Background: an optimization exercise with open tools, aiming at small area, a short achievable clock period and few clock cycles. Do not read the settings as production practice.
At most, simulation tests tie the RTL to the original design; equivalence was not proved.

old:
==> flow/design.v <==
`timescale 1ns/1ps
module rdma_ip_decap_integrated #(
    parameter [47:0] LOCAL_MAC  = 48'h000A35010203,
    parameter [15:0] LOCAL_PORT = 16'd5005
)(
    input  wire        iClk,
    input  wire        iRst,
    input  wire [31:0] i_eth_axis_tdata,
    input  wire [3:0]  i_eth_axis_tkeep,
    input  wire        i_eth_axis_tvalid,
    output wire        o_eth_axis_tready,
    input  wire        i_eth_axis_tlast,
    input  wire        i_eth_axis_tuser,
    output wire [31:0] o_payload_axis_tdata,
    output wire [3:0]  o_payload_axis_tkeep,
    output wire        o_payload_axis_tvalid,
    input  wire        i_payload_axis_tready,
    output wire        o_payload_axis_tlast,
    output wire        o_payload_axis_tuser,
    output wire [31:0] o_hdr_src_ip,
    output wire [31:0] o_hdr_dst_ip,
    output wire [15:0] o_hdr_src_port,
    output wire [15:0] o_hdr_dst_port,
    output wire [15:0] o_hdr_payload_len,
    output wire        o_hdr_valid,
    output wire        o_busy,
    output wire        o_error,
    output wire [3:0]  o_error_code,
    output wire        o_stat_pkt_received,
    output wire        o_stat_pkt_dropped,
    output wire [2:0]  o_debug_state
);
wire [31:0] d    = i_eth_axis_tdata;
wire [3:0]  k    = i_eth_axis_tkeep;
wire        tl   = i_eth_axis_tlast;
wire        tu   = i_eth_axis_tuser;
reg  [3:0] bc;       
reg        drop;     
reg        pay;      
reg        pend;     
reg        pk3;      
reg        pu;       
wire hdr_mode = !drop && !pay;
reg [31:0] o_data; reg [3:1] o_keep; reg o_last, o_user, o_valid;
reg [31:0] q_data; reg [3:1] q_keep; reg q_last, q_user, q_valid;
reg  tready;          
reg  busy_r;
wire hs     = i_eth_axis_tvalid && tready;
wire hh     = hs && hdr_mode;      
reg [3:0]  ec;               
reg [15:0] ca, cb;           
reg [15:0] s_reg;            
reg        hv_r, er_r, rc_r, dr_r;
wire        b3  = (bc == 4'd3);
wire [15:0] ya  = b3 ? 16'hFFF7 : ca;
wire [15:0] yb  = b3 ? 16'h0000 : cb;
wire [15:0] cw2 = (bc == 4'd8) ? 16'd0 : d[31:16];
wire [15:0] s1  = ya ^ yb ^ d[15:0];
wire [15:0] c1  = (ya & yb) | (ya & d[15:0]) | (yb & d[15:0]);
wire [15:0] c1r = {c1[14:0], c1[15]};
wire [15:0] s2  = s1 ^ c1r ^ cw2;
wire [15:0] c2  = (s1 & c1r) | (s1 & cw2) | (c1r & cw2);
wire [15:0] c2r = {c2[14:0], c2[15]};
wire ck_ok = (ca == ~cb) || ((ca == 16'h0000) && (cb == 16'h0000)) ||
             ((ca == 16'hFFFF) && (cb == 16'hFFFF));
wire [15:0] w_lo = {d[7:0],   d[15:8]};     
wire [15:0] w_hi = {d[23:16], d[31:24]};    
wire mac_ok = (ec[1] && w_lo == LOCAL_MAC[15:0]) || (ec[0] && w_lo == 16'hFFFF);
wire [3:0] ec3 = (w_lo != 16'h0800)  ? 4'd2 : (d[23:20] != 4'd4) ? 4'd3 :
                 (d[19:16] != 4'd5)  ? 4'd4 : 4'd0;
wire [3:0] ec9 = (ec != 4'd0 && ec < 4'd5) ? ec :
                 !ck_ok               ? 4'd5 :
                 (ec == 4'd6)         ? 4'd6 :
                 (w_lo != LOCAL_PORT) ? 4'd7 : ec;
wire       good9 = (ec9 == 4'd0);
wire       hfail = tl || tu;            
always @(posedge iClk) begin
    if (hh) begin
        case (bc)
            4'd0: ec <= {2'b00,
                         d == {LOCAL_MAC[23:16], LOCAL_MAC[31:24], LOCAL_MAC[39:32], LOCAL_MAC[47:40]},
                         d == 32'hFFFFFFFF};
            4'd1: ec <= mac_ok ? 4'd0 : 4'd1;
            4'd3: if (ec == 4'd0) ec <= ec3;
            4'd4: if (ec == 4'd0 && w_lo < 16'd28) ec <= 4'd8;
            4'd5: if ((ec == 4'd0 || ec == 4'd8) && d[31:24] != 8'h11) ec <= 4'd6;
            4'd9: ec <= ec9;
            default: ;
        endcase
        if (bc >= 4'd3 && bc <= 4'd8) begin
            ca <= s2;
            cb <= c2r;
        end else if (bc == 4'd9) begin
            ca <= {w_hi[15:3] - 13'd1, w_hi[2:0]};
        end
    end
    if (hs && (pay || (hdr_mode && (bc == 4'd6 || bc == 4'd7 || bc == 4'd8 || bc == 4'd10))))
        s_reg <= d[31:16];
end
wire push_in = hs && pay;
wire push_fl = pend && !q_valid;
wire push    = push_in || push_fl;
wire pop     = o_valid && i_payload_axis_tready;
wire [31:0] w_data = {d[15:0], s_reg};
wire        w_last = push_in ? (tl && !k[2]) : 1'b1;
wire [3:1]  w_keep = push_in ? (w_last ? {k[1], 2'b11} : 3'b111) : {2'b00, pk3};
wire        w_user = push_in ? tu : pu;
reg  [3:0] bc_n;
reg        drop_n, pay_n, pend_n, o_valid_n, q_valid_n;
reg        hv_n, er_n, rc_n, dr_n, set_pend;
always @* begin
    bc_n = bc; drop_n = drop; pay_n = pay;
    hv_n = 1'b0; er_n = 1'b0; rc_n = 1'b0; dr_n = 1'b0; set_pend = 1'b0;
    if (hs) begin
        if (drop) begin
            if (tl) drop_n = 1'b0;
        end else if (pay) begin
            if (tl) begin
                pay_n    = 1'b0;
                rc_n     = 1'b1;
                set_pend = k[2];
            end
        end else if (bc == 4'd10) begin
            bc_n = 4'd0;
            if (tl) begin
                rc_n     = 1'b1;
                set_pend = k[2];
            end else begin
                pay_n = 1'b1;
            end
        end else if (hfail) begin
            dr_n = 1'b1;
            bc_n = 4'd0;
            if (!tl) drop_n = 1'b1;
        end else if (bc == 4'd9) begin
            if (good9) begin
                hv_n = 1'b1;
                bc_n = 4'd10;
            end else begin
                er_n   = 1'b1;
                dr_n   = 1'b1;
                drop_n = 1'b1;
                bc_n   = 4'd0;
            end
        end else begin
            bc_n = bc + 4'd1;
        end
    end
    pend_n = set_pend || (pend && !push_fl);
    o_valid_n = o_valid; q_valid_n = q_valid;
    if (q_valid) begin
        if (pop) q_valid_n = 1'b0;
    end else if (push) begin
        if (!o_valid || pop) o_valid_n = 1'b1;
        else                 q_valid_n = 1'b1;
    end else if (pop) begin
        o_valid_n = 1'b0;
    end
end
wire tready_n = drop_n ||
                (pay_n ? !q_valid_n
                       : !(bc_n == 4'd6 && (pend_n || o_valid_n || q_valid_n)));
always @(posedge iClk) begin
    if (!iRst) begin
        bc <= 4'd0; drop <= 1'b0; pay <= 1'b0;
        pend <= 1'b0; o_valid <= 1'b0; q_valid <= 1'b0;
        hv_r <= 1'b0; er_r <= 1'b0; rc_r <= 1'b0; dr_r <= 1'b0;
        tready <= 1'b1; busy_r <= 1'b0;
    end else begin
        bc <= bc_n; drop <= drop_n; pay <= pay_n;
        pend <= pend_n; o_valid <= o_valid_n; q_valid <= q_valid_n;
        hv_r <= hv_n; er_r <= er_n; rc_r <= rc_n; dr_r <= dr_n;
        tready <= tready_n;
        busy_r <= drop_n || pay_n || (bc_n != 4'd0);
    end
end
always @(posedge iClk) begin
    if (set_pend) begin
        pk3 <= k[3];
        pu  <= tu;
    end
end
wire hold_o = hdr_mode && (bc == 4'd8 || bc == 4'd9 || bc == 4'd10);
wire o_load = q_valid ? pop : ((!o_valid || pop) && !hold_o);
wire q_load = !q_valid && ((o_valid && !pop) || (hdr_mode && bc == 4'd8));
always @(posedge iClk) begin
    if (o_load) begin
        if (q_valid) begin
            o_data <= q_data; o_keep <= q_keep; o_last <= q_last; o_user <= q_user;
        end else begin
            o_data <= w_data; o_keep <= w_keep; o_last <= w_last; o_user <= w_user;
        end
    end
    if (q_load) begin
        q_data <= w_data; q_keep <= w_keep; q_last <= w_last; q_user <= w_user;
    end
end
assign o_eth_axis_tready     = tready;
assign o_payload_axis_tdata  = o_data;
assign o_payload_axis_tkeep  = {o_keep, 1'b1};    
assign o_payload_axis_tvalid = o_valid;
assign o_payload_axis_tlast  = o_last;
assign o_payload_axis_tuser  = o_user;
assign o_hdr_src_ip      = {o_data[7:0], o_data[15:8], o_data[23:16], o_data[31:24]};
assign o_hdr_dst_ip      = {q_data[7:0], q_data[15:8], q_data[23:16], q_data[31:24]};
assign o_hdr_src_port    = {s_reg[7:0], s_reg[15:8]};
assign o_hdr_dst_port    = LOCAL_PORT;    
assign o_hdr_payload_len = ca;
assign o_hdr_valid       = hv_r;
assign o_busy       = busy_r;
assign o_error      = er_r;
assign o_error_code = ec;
assign o_stat_pkt_received = rc_r;
assign o_stat_pkt_dropped  = dr_r;
assign o_debug_state       = 3'b000;
endmodule
Settings: LEC_CHECK=0, ABC_CLOCK_PERIOD_IN_PS=2500, CAP_MARGIN=20, CORE_MARGIN=2, CORE_UTILIZATION=40, SLEW_MARGIN=20; clock period 9.0 ns.
standard.sh (not shown) runs the stock make flow with config.mk's settings and CLKGATE_MAP_FILE= SYNTH_SCRIPT=/design/flow/synth_recipe.tcl, a recipe that flattens the netlist after the stock synthesis.
==> flow/flow/run.sh <==
#!/bin/bash
# The standard layout (standard.sh) with these changes:
# - the port buffers inserted before global placement are plain buf_1 cells
#   instead of the default delay-cell choice;
# - clock tree synthesis adds no dummy balancing loads;
# - timing repair aims for a setup slack of 6.0 ns at the 9 ns clock, i.e. a
#   shorter achieved period than the constraint asks for.
# The whole make output goes to standard_flow.log; each step's own log is
# under orfs/logs.
set -euo pipefail
export BUFFER_PORTS_ARGS="-buffer_cell sky130_fd_sc_hd__buf_1"
export CTS_ARGS="-sink_clustering_enable -repair_clock_nets -dont_use_dummy_load -buf_list sky130_fd_sc_hd__clkbuf_8"
bash standard.sh SETUP_SLACK_MARGIN=6.0 finish > standard_flow.log 2>&1
Testbench counts of old, summed over its fixed seeds: cycles 43,647.
For new, these inputs were changed with respect to old:
--- a/flow/design.v
+++ b/flow/design.v
@@ -62,6 +62,5 @@
 wire [15:0] c2  = (s1 & c1r) | (s1 & cw2) | (c1r & cw2);
 wire [15:0] c2r = {c2[14:0], c2[15]};
-wire ck_ok = (ca == ~cb) || ((ca == 16'h0000) && (cb == 16'h0000)) ||
-             ((ca == 16'hFFFF) && (cb == 16'hFFFF));
+wire ck_ok = &(ca ^ cb);
 wire [15:0] w_lo = {d[7:0],   d[15:8]};     
 wire [15:0] w_hi = {d[23:16], d[31:24]};    
Notes after the runs:
- new: full flow OK, the timing, design-rule and antenna checks passed
- Diff old -> new | maximum VDD drop | increase of 1.7%
- old has higher final critical-path setup slack than new.
- [compare] base=old new=new: wire length of the first global-routing pass down about 5.6%, count of non-filler cells in the finished layout down 57, area added between synthesis and finish up 2.3 points, non-clock buffer count down about 3%.
For new, only the layout was checked, not whether the RTL still works.

what the ideal ports hide:
Ports are ideal in the flow. The routed layouts listed here were re-timed in OpenROAD.
Step 1 (the two cells are an assumption about what drives the block):
set clk [get_ports {iClk}]
set_driving_cell -lib_cell sky130_fd_sc_hd__clkbuf_16 $clk
set_driving_cell -lib_cell sky130_fd_sc_hd__buf_2 [delete_from_list [all_inputs] $clk]
Step 2, shift: input delay + t, output delay - t, t = (earliest + latest rising clock arrival at the registers) / 2. This alone moves slack from input paths to output paths.
Slacks: ideal ports / drivers / drivers and shift; pairs: ideal ports / drivers.
run	shift t [ns]	setup WS [ns]	latest minus earliest clock arrival (ns)	slew at the worst register clock pin (ns)	pins driven straight from the clock port
old	0.474	5.991 / 5.988 / 5.514	0.047 / 0.047	0.09 / 0.09	1
new	0.472	5.814 / 5.799 / 5.327	0.048 / 0.048	0.10 / 0.10	1
After both steps setup and hold are still met in every run listed. The setup slack of new, which loses most, moves by -0.015 ns with the drivers and by -0.487 ns with both steps.
